From an optimization exercise on the open Yosys and OpenROAD flow, aimed at small area; shortcuts taken in it are not production practice. In this exercise RTL edits were held to simulation tests only and were not proved equivalent to the original. Power and IR drop assume default switching activity.

==> trial 11 <==
Design WEBDRIVER_TORSO, start of the top module:
module WEBDRIVER_TORSO(
    input clk,                        
    input rstbt,                      
    output [12:4] aio                 
    );
wire rst = rstbt;
reg [9:0] pxn;                   
wire [9:0] px = ~pxn;
reg [9:0] lnn;                   
wire [9:0] ln = ~lnn;
reg [5:0] tm;
wire p_rdy = &px;
wire l_end = &ln;
wire frame_end = p_rdy & l_end;
wire t_end = &tm;
wire t_one = (tm == 6'd1);
wire red_load = frame_end & t_end;
wire blue_load = frame_end & t_one;
wire [9:0] ln_dec = ln - 10'd1;
wire [9:0] ln_next = l_end ? 10'd523 : ln_dec;
always @(posedge clk) begin
	if (rst) pxn <= ~10'd798;
	else if (p_rdy) pxn <= ~10'd798;
	else pxn <= ~(px - 10'd1);
end
always @(posedge clk) begin
	if (rst) lnn <= ~10'd523;
	else if (p_rdy) lnn <= ~ln_next;
end
always @(posedge clk) begin
	if (rst) tm <= 6'd58;
	else if (frame_end) begin
		if (t_end) tm <= 6'd58;
		else tm <= tm - 6'd1;
	end
end
reg sb, sr;
wire sb_next = red_load ? 1'b0 : (blue_load | sb);
always @(posedge clk) begin
	if (rst) begin
		sb <= 1'b0;
		sr <= 1'b0;
	end else begin
		sb <= sb_next;
		sr <= sr | red_load;
	end
end
wire [9:0] x = px;
wire upd_line = l_end & t_one;
wire upd_w = upd_line & (x == 10'd798);
wire upd_h = upd_line & (x == 10'd797);
wire upd = upd_w | upd_h;
wire ysel = p_rdy | upd_h;
wire [9:0] v = ysel ? {1'b0, ln_next[8:0]} : x;
reg [9:0] bw0, bw1;
reg [8:0] bh0, bh1;
wire [9:0] bs0 = ysel ? {1'b0, bh0} : bw0;
wire [9:0] bs1 = ysel ? {1'b0, bh1} : bw1;
wire [9:0] c0 = ysel ? (upd ? 10'd410 : sb_next ? 10'd245 : 10'd174)
                     : (upd ? 10'd367 : sb_next ? 10'd564 : 10'd290);
wire [9:0] c1 = ysel ? (upd ? 10'd235 : sb_next ? 10'd334 : 10'd88)
                     : (upd ? 10'd91  : sb_next ? 10'd318 : 10'd409);
wire [9:0] l0 = ysel ? (upd ? 10'd71 : sb_next ? 10'd236 : 10'd307)
                     : (upd ? 10'd274 : sb_next ? 10'd77 : 10'd351);
  ...
==> module WEBDRIVER_TORSO, before the edit <==
module WEBDRIVER_TORSO(
    input clk,                        
    input rstbt,                      
    output [12:4] aio                 
    );
wire rst = rstbt;
reg [9:0] pxn;                   
wire [9:0] px = ~pxn;
reg [9:0] lnn;                   
wire [9:0] ln = ~lnn;
reg [5:0] tm;
wire p_rdy = &px;
wire l_end = &ln;
wire frame_end = p_rdy & l_end;
wire t_end = &tm;
wire t_one = (tm == 6'd1);
wire red_load = frame_end & t_end;
wire blue_load = frame_end & t_one;
wire [9:0] ln_dec = ln - 10'd1;
wire [9:0] ln_next = l_end ? 10'd523 : ln_dec;
always @(posedge clk) begin
	if (rst) pxn <= ~10'd798;
	else if (p_rdy) pxn <= ~10'd798;
	else pxn <= ~(px - 10'd1);
end
always @(posedge clk) begin
	if (rst) lnn <= ~10'd523;
	else if (p_rdy) lnn <= ~ln_next;
end
always @(posedge clk) begin
	if (rst) tm <= 6'd58;
	else if (frame_end) begin
		if (t_end) tm <= 6'd58;
		else tm <= tm - 6'd1;
	end
end
reg sb, sr;
wire sb_next = red_load ? 1'b0 : (blue_load | sb);
always @(posedge clk) begin
	if (rst) begin
		sb <= 1'b0;
		sr <= 1'b0;
	end else begin
		sb <= sb_next;
		sr <= sr | red_load;
	end
end
wire [9:0] x = px;
wire upd_line = l_end & t_one;
wire upd_w = upd_line & (x == 10'd798);
wire upd_h = upd_line & (x == 10'd797);
wire upd = upd_w | upd_h;
wire ysel = p_rdy | upd_h;
wire [9:0] v = ysel ? {1'b0, ln_next[8:0]} : x;
reg [9:0] bw0, bw1;
reg [8:0] bh0, bh1;
wire [9:0] bs0 = ysel ? {1'b0, bh0} : bw0;
wire [9:0] bs1 = ysel ? {1'b0, bh1} : bw1;
wire [9:0] c0 = ysel ? (upd ? 10'd410 : sb_next ? 10'd245 : 10'd174)
                     : (upd ? 10'd367 : sb_next ? 10'd564 : 10'd290);
wire [9:0] c1 = ysel ? (upd ? 10'd235 : sb_next ? 10'd334 : 10'd88)
                     : (upd ? 10'd91  : sb_next ? 10'd318 : 10'd409);
wire [9:0] l0 = ysel ? (upd ? 10'd71 : sb_next ? 10'd236 : 10'd307)
                     : (upd ? 10'd274 : sb_next ? 10'd77 : 10'd351);
wire [9:0] l1 = ysel ? (upd ? 10'd246 : sb_next ? 10'd147 : 10'd393)
                     : (upd ? 10'd550  : sb_next ? 10'd323 : 10'd232);
wire [9:0] nm = ysel ? 10'd481 : 10'd641;
wire [9:0] r0 = bs0 + ((bs0 >= l0) ? c0 - nm : c0);
wire [9:0] r1 = bs1 + ((bs1 >= l1) ? c1 - nm : c1);
always @(posedge clk) begin
	if (rst) begin
		bw0 <= 10'd350;
		bw1 <= 10'd231;
		bh0 <= 9'd306;
		bh1 <= 9'd392;
	end else begin
		if (upd_w) begin
			bw0 <= r0;
			bw1 <= r1;
		end
		if (upd_h) begin
			bh0 <= r0[8:0];
			bh1 <= r1[8:0];
		end
	end
end
wire red_in = (r0 > v & r1 < v) | (r1 > v & r0 < v);
wire blue_in = (bs0 > v & bs1 < v) | (bs1 > v & bs0 < v);
reg ry, by;
always @(posedge clk) begin
	if (p_rdy) begin
		ry <= red_in;
		by <= blue_in;
	end
end
wire xv = x < 10'd640;
wire visible = xv & (ln < 10'd480);
wire hsync = (x >= 10'd687) & (x < 10'd783);
wire vsync = (ln[9:1] == 9'd256);
wire red_box = sr & xv & ry & red_in;
wire blue_box = (sb | sr) & by & blue_in;
wire green = ~(red_box | blue_box) & visible;
wire blue = ~red_box & visible;
wire red = red_box | green;
reg [10:0] fqn;                  
wire [10:0] fq = ~fqn;
wire [11:0] freq = {fq, 1'b1};
reg [24:0] dn;
reg pwm;
always @(posedge clk) begin
	if (rst) fqn <= ~11'd149;
	else if (red_load) fqn <= ~((fq >= 11'd723) ? fq - 11'd574 : fq + 11'd777);
end
always @(posedge clk) begin
	if (rst | ~sr) begin
		dn <= 25'd12500000;
		pwm <= 1'b1;
	end else if (dn[24]) begin
		dn <= 25'd12500000;
		pwm <= ~pwm;
	end else dn <= dn - {13'd0, freq};
end
assign aio[12] = hsync;
assign aio[11] = vsync;
assign aio[10:9] = {2{blue}};
assign aio[8:7] = {2{green}};
assign aio[6:5] = {2{red}};
assign aio[4] = pwm;
endmodule
==> flow/config.mk <==
export PLATFORM = sky130hd
export DESIGN_NAME = WEBDRIVER_TORSO
export DESIGN_NICKNAME = WEBDRIVER_TORSO
export VERILOG_FILES = /design/flow/design.v
export SDC_FILE = /design/flow/constraint.sdc
export NUM_CORES = 4
export LEC_CHECK = 0
export CAP_MARGIN = 20
export CORE_MARGIN = 2
export CORE_UTILIZATION = 40
export SLEW_MARGIN = 20
==> flow/constraint.sdc <==
create_clock -name core_clock -period 40.0 [get_ports {clk}]
set_input_delay 8.0000 -clock core_clock [delete_from_list [all_inputs] [get_ports {clk}]]
set_output_delay 8.0000 -clock core_clock [all_outputs]
set_load 0.01 [all_outputs]
standard.sh (not shown) runs the stock make flow with config.mk's settings and CLKGATE_MAP_FILE= SYNTH_SCRIPT=/design/flow/synth_recipe.tcl, a recipe that flattens the netlist after the stock synthesis.
==> flow/flow/run.sh <==
#!/bin/bash
# Own layout flow: the standard synthesis, then the combinational logic
# is mapped again for area with ABC (flip-flops, their names and cell types
# are kept as they are), then the standard layout with smaller port
# buffers and no CTS dummy loads.
set -euo pipefail
R=orfs/results/${FLOW_PLATFORM}/WEBDRIVER_TORSO/base
LIB=${FLOW_HOME}/platforms/${FLOW_PLATFORM}/lib/sky130_fd_sc_hd__tt_025C_1v80.lib

bash standard.sh synth > flow_synth.log 2>&1
cp $R/1_2_yosys.v std_synth.v

# a few deterministic ABC runs (deepsyn seeds, two mappers); keep the
# smallest netlist that passes yosys's check
runs=""
for s in 0 1 2 3; do
  for m in nf amap; do
    k=${m}_$s
    runs="$runs $k"
    sed -e "s#@SEED@#$s#" flow/area_$m.abc > area_$k.abc
    sed -e "s#@LIB@#${LIB}#g" -e "s#@ABC@#${PWD}/area_$k.abc#g" \
        -e "s#@IN@#${PWD}/std_synth.v#g" -e "s#@OUT@#${PWD}/remap_$k.v#g" \
        flow/remap.ys > remap_$k.ys
  done
done
printf '%s\n' $runs | xargs -P 4 -I{} sh -c 'yosys -s remap_{}.ys > flow_remap_{}.log 2>&1 || true'
best=""; besta=""
for k in $runs; do
  if [[ -f remap_$k.v ]] && grep -q "Found and reported 0 problems" flow_remap_$k.log; then
    a=$(grep "Chip area" flow_remap_$k.log | tail -1 | awk '{print $NF}')
    echo "run $k area $a" >> flow_remap_pick.log
    if [[ -z "$besta" ]] || awk "BEGIN{exit !($a < $besta)}"; then best=$k; besta=$a; fi
  fi
done
echo "picked $best area $besta" >> flow_remap_pick.log
[[ -n "$best" ]]

cp remap_$best.v $R/1_2_yosys.v
rm -f $R/1_synth.odb $R/1_synth.sdc
touch $R/1_2_yosys.v
export BUFFER_PORTS_ARGS="-buffer_cell sky130_fd_sc_hd__buf_1"
export CTS_ARGS="$(cat flow/cts_args.txt)"
bash standard.sh > flow_layout.log 2>&1
==> flow/flow/area_amap.abc <==
strash
&get -n
&deepsyn -J 100 -S @SEED@
&put
dc2
strash
dch -f
amap
==> flow/flow/area_nf.abc <==
strash
&get -n
&deepsyn -J 100 -S @SEED@
&put
dc2
strash
&get -n
&dch -f
&nf -R 1000
&put
strash
&get -n
&dch -f
&nf -R 1000
&put
==> flow/flow/cts_args.txt <==
-sink_clustering_enable -repair_clock_nets -dont_use_dummy_load -buf_list sky130_fd_sc_hd__clkbuf_8
Other scripts of this flow, unchanged in this note and not shown: flow/flow/remap.ys
==> trial 15: changes against trial 11 <==
--- a/flow/design.v
+++ b/flow/design.v
@@ -6,8 +6,6 @@
     );
 wire rst = rstbt;
-reg [9:0] pxn;                   
-wire [9:0] px = ~pxn;
-reg [9:0] lnn;                   
-wire [9:0] ln = ~lnn;
+reg [9:0] px;
+reg [9:0] ln;
 reg [5:0] tm;
 wire p_rdy = &px;
@@ -21,11 +19,11 @@
 wire [9:0] ln_next = l_end ? 10'd523 : ln_dec;
 always @(posedge clk) begin
-	if (rst) pxn <= ~10'd798;
-	else if (p_rdy) pxn <= ~10'd798;
-	else pxn <= ~(px - 10'd1);
+	if (rst) px <= 10'd798;
+	else if (p_rdy) px <= 10'd798;
+	else px <= px - 10'd1;
 end
 always @(posedge clk) begin
-	if (rst) lnn <= ~10'd523;
-	else if (p_rdy) lnn <= ~ln_next;
+	if (rst) ln <= 10'd523;
+	else if (p_rdy) ln <= ln_next;
 end
 always @(posedge clk) begin
@@ -62,11 +60,9 @@
 wire [9:0] c1 = ysel ? (upd ? 10'd235 : sb_next ? 10'd334 : 10'd88)
                      : (upd ? 10'd91  : sb_next ? 10'd318 : 10'd409);
-wire [9:0] l0 = ysel ? (upd ? 10'd71 : sb_next ? 10'd236 : 10'd307)
-                     : (upd ? 10'd274 : sb_next ? 10'd77 : 10'd351);
-wire [9:0] l1 = ysel ? (upd ? 10'd246 : sb_next ? 10'd147 : 10'd393)
-                     : (upd ? 10'd550  : sb_next ? 10'd323 : 10'd232);
-wire [9:0] nm = ysel ? 10'd481 : 10'd641;
-wire [9:0] r0 = bs0 + ((bs0 >= l0) ? c0 - nm : c0);
-wire [9:0] r1 = bs1 + ((bs1 >= l1) ? c1 - nm : c1);
+wire [10:0] nm = ysel ? 11'd481 : 11'd641;
+wire [10:0] s0 = bs0 + c0;
+wire [10:0] s1 = bs1 + c1;
+wire [9:0] r0 = (s0 >= nm) ? s0 - nm : s0;
+wire [9:0] r1 = (s1 >= nm) ? s1 - nm : s1;
 always @(posedge clk) begin
 	if (rst) begin
@@ -104,21 +100,20 @@
 wire blue = ~red_box & visible;
 wire red = red_box | green;
-reg [10:0] fqn;                  
-wire [10:0] fq = ~fqn;
+reg [10:0] fq;
 wire [11:0] freq = {fq, 1'b1};
-reg [24:0] dn;
+reg [23:0] acc;
 reg pwm;
 always @(posedge clk) begin
-	if (rst) fqn <= ~11'd149;
-	else if (red_load) fqn <= ~((fq >= 11'd723) ? fq - 11'd574 : fq + 11'd777);
+	if (rst) fq <= 11'd149;
+	else if (red_load) fq <= (fq >= 11'd723) ? fq - 11'd574 : fq + 11'd777;
 end
 always @(posedge clk) begin
 	if (rst | ~sr) begin
-		dn <= 25'd12500000;
+		acc <= 24'd0;
 		pwm <= 1'b1;
-	end else if (dn[24]) begin
-		dn <= 25'd12500000;
+	end else if (acc > 24'd12500000) begin
+		acc <= 24'd0;
 		pwm <= ~pwm;
-	end else dn <= dn - {13'd0, freq};
+	end else acc <= acc + {12'd0, freq};
 end
 assign aio[12] = hsync;
==> flow/flow/run.sh (replaced) <==
#!/bin/bash
# Own layout flow: the standard synthesis, then the combinational logic
# is mapped again for area with ABC (flip-flops, their names and cell types
# are kept as they are), then the standard layout with smaller port
# buffers and no CTS dummy loads.
set -euo pipefail
R=orfs/results/${FLOW_PLATFORM}/WEBDRIVER_TORSO/base
LIB=${FLOW_HOME}/platforms/${FLOW_PLATFORM}/lib/sky130_fd_sc_hd__tt_025C_1v80.lib

bash standard.sh synth > flow_synth.log 2>&1
cp $R/1_2_yosys.v std_synth.v

# a few deterministic ABC runs (deepsyn seeds); keep the smallest netlist
for s in 0 1 2 3; do
  sed -e "s#@SEED@#$s#" flow/area.abc > area_$s.abc
  sed -e "s#@LIB@#${LIB}#g" -e "s#@ABC@#${PWD}/area_$s.abc#g" \
      -e "s#@IN@#${PWD}/std_synth.v#g" -e "s#@OUT@#${PWD}/remap_$s.v#g" \
      flow/remap.ys > remap_$s.ys
  ( yosys -s remap_$s.ys > flow_remap_$s.log 2>&1 || true ) &
done
wait
best=""; besta=""
for s in 0 1 2 3; do
  if [[ -f remap_$s.v ]] && grep -q "Found and reported 0 problems" flow_remap_$s.log; then
    a=$(grep "Chip area" flow_remap_$s.log | tail -1 | awk '{print $NF}')
    echo "seed $s area $a" >> flow_remap_pick.log
    if [[ -z "$besta" ]] || awk "BEGIN{exit !($a < $besta)}"; then best=$s; besta=$a; fi
  fi
done
echo "picked seed $best area $besta" >> flow_remap_pick.log
[[ -n "$best" ]]

cp remap_$best.v $R/1_2_yosys.v
rm -f $R/1_synth.odb $R/1_synth.sdc
touch $R/1_2_yosys.v
export BUFFER_PORTS_ARGS="-buffer_cell sky130_fd_sc_hd__buf_1"
export CTS_ARGS="-sink_clustering_enable -repair_clock_nets -dont_use_dummy_load -buf_list sky130_fd_sc_hd__clkbuf_8"
bash standard.sh > flow_layout.log 2>&1
==> flow/flow/area.abc (new file) <==
strash
&get -n
&deepsyn -J 100 -S @SEED@
&put
dc2
strash
&get -n
&dch -f
&nf -R 1000
&put
removed: flow/flow/area_amap.abc
removed: flow/flow/area_nf.abc
removed: flow/flow/cts_args.txt
==> build 82: changes against trial 11 <==
--- a/flow/design.v
+++ b/flow/design.v
@@ -6,8 +6,6 @@
     );
 wire rst = rstbt;
-reg [9:0] pxn;                   
-wire [9:0] px = ~pxn;
-reg [9:0] lnn;                   
-wire [9:0] ln = ~lnn;
+reg [9:0] px;
+reg [9:0] ln;
 reg [5:0] tm;
 wire p_rdy = &px;
@@ -21,11 +19,11 @@
 wire [9:0] ln_next = l_end ? 10'd523 : ln_dec;
 always @(posedge clk) begin
-	if (rst) pxn <= ~10'd798;
-	else if (p_rdy) pxn <= ~10'd798;
-	else pxn <= ~(px - 10'd1);
+	if (rst) px <= 10'd798;
+	else if (p_rdy) px <= 10'd798;
+	else px <= px - 10'd1;
 end
 always @(posedge clk) begin
-	if (rst) lnn <= ~10'd523;
-	else if (p_rdy) lnn <= ~ln_next;
+	if (rst) ln <= 10'd523;
+	else if (p_rdy) ln <= ln_next;
 end
 always @(posedge clk) begin
@@ -62,11 +60,9 @@
 wire [9:0] c1 = ysel ? (upd ? 10'd235 : sb_next ? 10'd334 : 10'd88)
                      : (upd ? 10'd91  : sb_next ? 10'd318 : 10'd409);
-wire [9:0] l0 = ysel ? (upd ? 10'd71 : sb_next ? 10'd236 : 10'd307)
-                     : (upd ? 10'd274 : sb_next ? 10'd77 : 10'd351);
-wire [9:0] l1 = ysel ? (upd ? 10'd246 : sb_next ? 10'd147 : 10'd393)
-                     : (upd ? 10'd550  : sb_next ? 10'd323 : 10'd232);
-wire [9:0] nm = ysel ? 10'd481 : 10'd641;
-wire [9:0] r0 = bs0 + ((bs0 >= l0) ? c0 - nm : c0);
-wire [9:0] r1 = bs1 + ((bs1 >= l1) ? c1 - nm : c1);
+wire [10:0] nm = ysel ? 11'd481 : 11'd641;
+wire [10:0] s0 = bs0 + c0;
+wire [10:0] s1 = bs1 + c1;
+wire [9:0] r0 = (s0 >= nm) ? s0 - nm : s0;
+wire [9:0] r1 = (s1 >= nm) ? s1 - nm : s1;
 always @(posedge clk) begin
 	if (rst) begin
@@ -90,5 +86,8 @@
 reg ry, by;
 always @(posedge clk) begin
-	if (p_rdy) begin
+	if (rst) begin
+		ry <= 1'b0;
+		by <= 1'b0;
+	end else if (p_rdy) begin
 		ry <= red_in;
 		by <= blue_in;
@@ -104,21 +103,20 @@
 wire blue = ~red_box & visible;
 wire red = red_box | green;
-reg [10:0] fqn;                  
-wire [10:0] fq = ~fqn;
+reg [10:0] fq;
 wire [11:0] freq = {fq, 1'b1};
-reg [24:0] dn;
+reg [23:0] acc;
 reg pwm;
 always @(posedge clk) begin
-	if (rst) fqn <= ~11'd149;
-	else if (red_load) fqn <= ~((fq >= 11'd723) ? fq - 11'd574 : fq + 11'd777);
+	if (rst) fq <= 11'd149;
+	else if (red_load) fq <= (fq >= 11'd723) ? fq - 11'd574 : fq + 11'd777;
 end
 always @(posedge clk) begin
 	if (rst | ~sr) begin
-		dn <= 25'd12500000;
+		acc <= 24'd0;
 		pwm <= 1'b1;
-	end else if (dn[24]) begin
-		dn <= 25'd12500000;
+	end else if (acc > 24'd12500000) begin
+		acc <= 24'd0;
 		pwm <= ~pwm;
-	end else dn <= dn - {13'd0, freq};
+	end else acc <= acc + {12'd0, freq};
 end
 assign aio[12] = hsync;
==> flow/flow/run.sh (replaced) <==
#!/bin/bash
# Own layout flow: the standard synthesis, then the combinational logic
# is mapped again with an area-oriented ABC script (flip-flops, their names
# and cell types are kept as they are), then the standard layout.
set -euo pipefail
R=orfs/results/${FLOW_PLATFORM}/WEBDRIVER_TORSO/base
LIB=${FLOW_HOME}/platforms/${FLOW_PLATFORM}/lib/sky130_fd_sc_hd__tt_025C_1v80.lib

bash standard.sh synth > flow_synth.log 2>&1
cp $R/1_2_yosys.v std_synth.v

sed -e "s#@LIB@#${LIB}#g" -e "s#@ABC@#${PWD}/flow/area.abc#g" \
    -e "s#@IN@#${PWD}/std_synth.v#g" -e "s#@OUT@#${PWD}/remap.v#g" \
    flow/remap.ys > remap_run.ys
yosys -s remap_run.ys > flow_remap.log 2>&1

cp remap.v $R/1_2_yosys.v
rm -f $R/1_synth.odb $R/1_synth.sdc
touch $R/1_2_yosys.v
bash standard.sh > flow_layout.log 2>&1
==> flow/flow/area.abc (new file) <==
strash
dc2
dc2
strash
&get -n
&dch -f
&nf -R 1000
&put
removed: flow/flow/area_amap.abc
removed: flow/flow/area_nf.abc
removed: flow/flow/cts_args.txt
==> trial 75: changes against trial 11 <==
--- a/flow/design.v
+++ b/flow/design.v
@@ -6,8 +6,6 @@
     );
 wire rst = rstbt;
-reg [9:0] pxn;                   
-wire [9:0] px = ~pxn;
-reg [9:0] lnn;                   
-wire [9:0] ln = ~lnn;
+reg [9:0] px;
+reg [9:0] ln;
 reg [5:0] tm;
 wire p_rdy = &px;
@@ -21,11 +19,11 @@
 wire [9:0] ln_next = l_end ? 10'd523 : ln_dec;
 always @(posedge clk) begin
-	if (rst) pxn <= ~10'd798;
-	else if (p_rdy) pxn <= ~10'd798;
-	else pxn <= ~(px - 10'd1);
+	if (rst) px <= 10'd798;
+	else if (p_rdy) px <= 10'd798;
+	else px <= px - 10'd1;
 end
 always @(posedge clk) begin
-	if (rst) lnn <= ~10'd523;
-	else if (p_rdy) lnn <= ~ln_next;
+	if (rst) ln <= 10'd523;
+	else if (p_rdy) ln <= ln_next;
 end
 always @(posedge clk) begin
@@ -104,12 +102,11 @@
 wire blue = ~red_box & visible;
 wire red = red_box | green;
-reg [10:0] fqn;                  
-wire [10:0] fq = ~fqn;
+reg [10:0] fq;
 wire [11:0] freq = {fq, 1'b1};
 reg [24:0] dn;
 reg pwm;
 always @(posedge clk) begin
-	if (rst) fqn <= ~11'd149;
-	else if (red_load) fqn <= ~((fq >= 11'd723) ? fq - 11'd574 : fq + 11'd777);
+	if (rst) fq <= 11'd149;
+	else if (red_load) fq <= (fq >= 11'd723) ? fq - 11'd574 : fq + 11'd777;
 end
 always @(posedge clk) begin
==> summary.txt <==
- Status: timing/DRC/antenna clean
- Syn Std Cell Area: 6450 um2
- R2r worst-path depth: 32
- Seq cells: 104
- Peak Freq: 57.1 MHz
- Most frequent cells in the layout: nor2_1 (133), nand2_1 (104), dfxtp_1 (104)
- Vias: 6164
- Actual slew at the worst max-slew pin: 1060 ps
- WHS Endpoint: bw1[8]
- Final min period: 17520 ps
The numbers above come from build 82.

==> summary.txt <==
- Status: timing/DRC/antenna clean
- Comb_multi_in: 662
- R2r worst-path depth: 33
- Seq cells: 104
- Antenna violations before repair: 0
- Clk slew on worst S/H paths: 110 ps
- Final Hold Viols: 0
- Critical path depth in cells: 36
- Final min period: 17910 ps
- WHS Endpoint: acc[0]
- Vias: 5732
- Hold Buf Count CTS: 0
- Final setup violation count: 0
- Actual slew at the worst max-slew pin: 934 ps
- Reg2Reg Setup Slack: 30910 ps
- Most frequent cells in the layout: nor2_1 (113), dfxtp_1 (102), nand2_1 (92)
- Synth Instances: 785
- Peak Freq: 55.8 MHz
- Syn Std Cell Area: 5980 um2
- Leak: 0.00237 uW
- Total die area: 15900 um2
The numbers above come from trial 15.

==> summary.txt <==
- Status: timing/DRC/antenna clean
- Actual slew at the worst max-slew pin: 936 ps
- Net switching power figure: 37.6 uW
- WHS Endpoint: px[0]
- Vias: 5905
- Final min period: 19500 ps
- Syn Std Cell Area: 5750 um2
- Peak Freq: 51.3 MHz
- Most frequent cells in the layout: nor2_1 (162), clkinv_1 (122), dfxtp_1 (103)
- Seq cells: 105
The numbers above come from trial 75.

==> summary.txt <==
- Setup total negative slack: 0 ps
- Syn Std Cell Area: 5690 um2
- Net Sw Frac: 23.7%
- Slew margin rel.: 30.7%
- Seq cells: 105
- Final min period: 19230 ps
- Total die area: 15200 um2
- Largest net degree at the start of global routing: 30
- Most frequent cells in the layout: nor2_1 (160), clkinv_1 (114), dfxtp_1 (103)
- WHS Endpoint: dn[24]
- R2r worst-path depth: 39
- Status: timing/DRC/antenna clean
- Vias: 5810
- TritonCTS Buffers: 9
- Peak Freq: 52.0 MHz
- Actual slew at the worst max-slew pin: 1030 ps
The numbers above come from trial 11.

[static timing again, ports no longer ideal]
No port has a modelled driver above. Below, the same layouts with a new extraction and two added sets of constraints. Step 1 assumes that a clkbuf_16 drives the clock port and a buf_2 every other input. Step 2 moves the port delays by t, midway between the first and last clock arrival at a register: inputs arrive t later, outputs are due t later. That takes back most of the time a late clock gives input paths. Slacks: ideal ports / drivers / drivers and shift; pairs: ideal ports / drivers.
run | t, ns | slack for setup (ns) | hold slack, ns
trial 11 | 0.428 | 20.773 / 20.732 / 21.160 | 0.429 / 0.429 / 0.429
trial 15 | 0.425 | 22.091 / 22.053 / 22.479 | 0.457 / 0.457 / 0.457
build 82 | 0.397 | 22.481 / 22.439 / 22.836 | 0.459 / 0.459 / 0.459
trial 75 | 0.418 | 20.503 / 20.463 / 20.881 | 0.412 / 0.412 / 0.412
After both steps setup and hold are still met in every run listed.
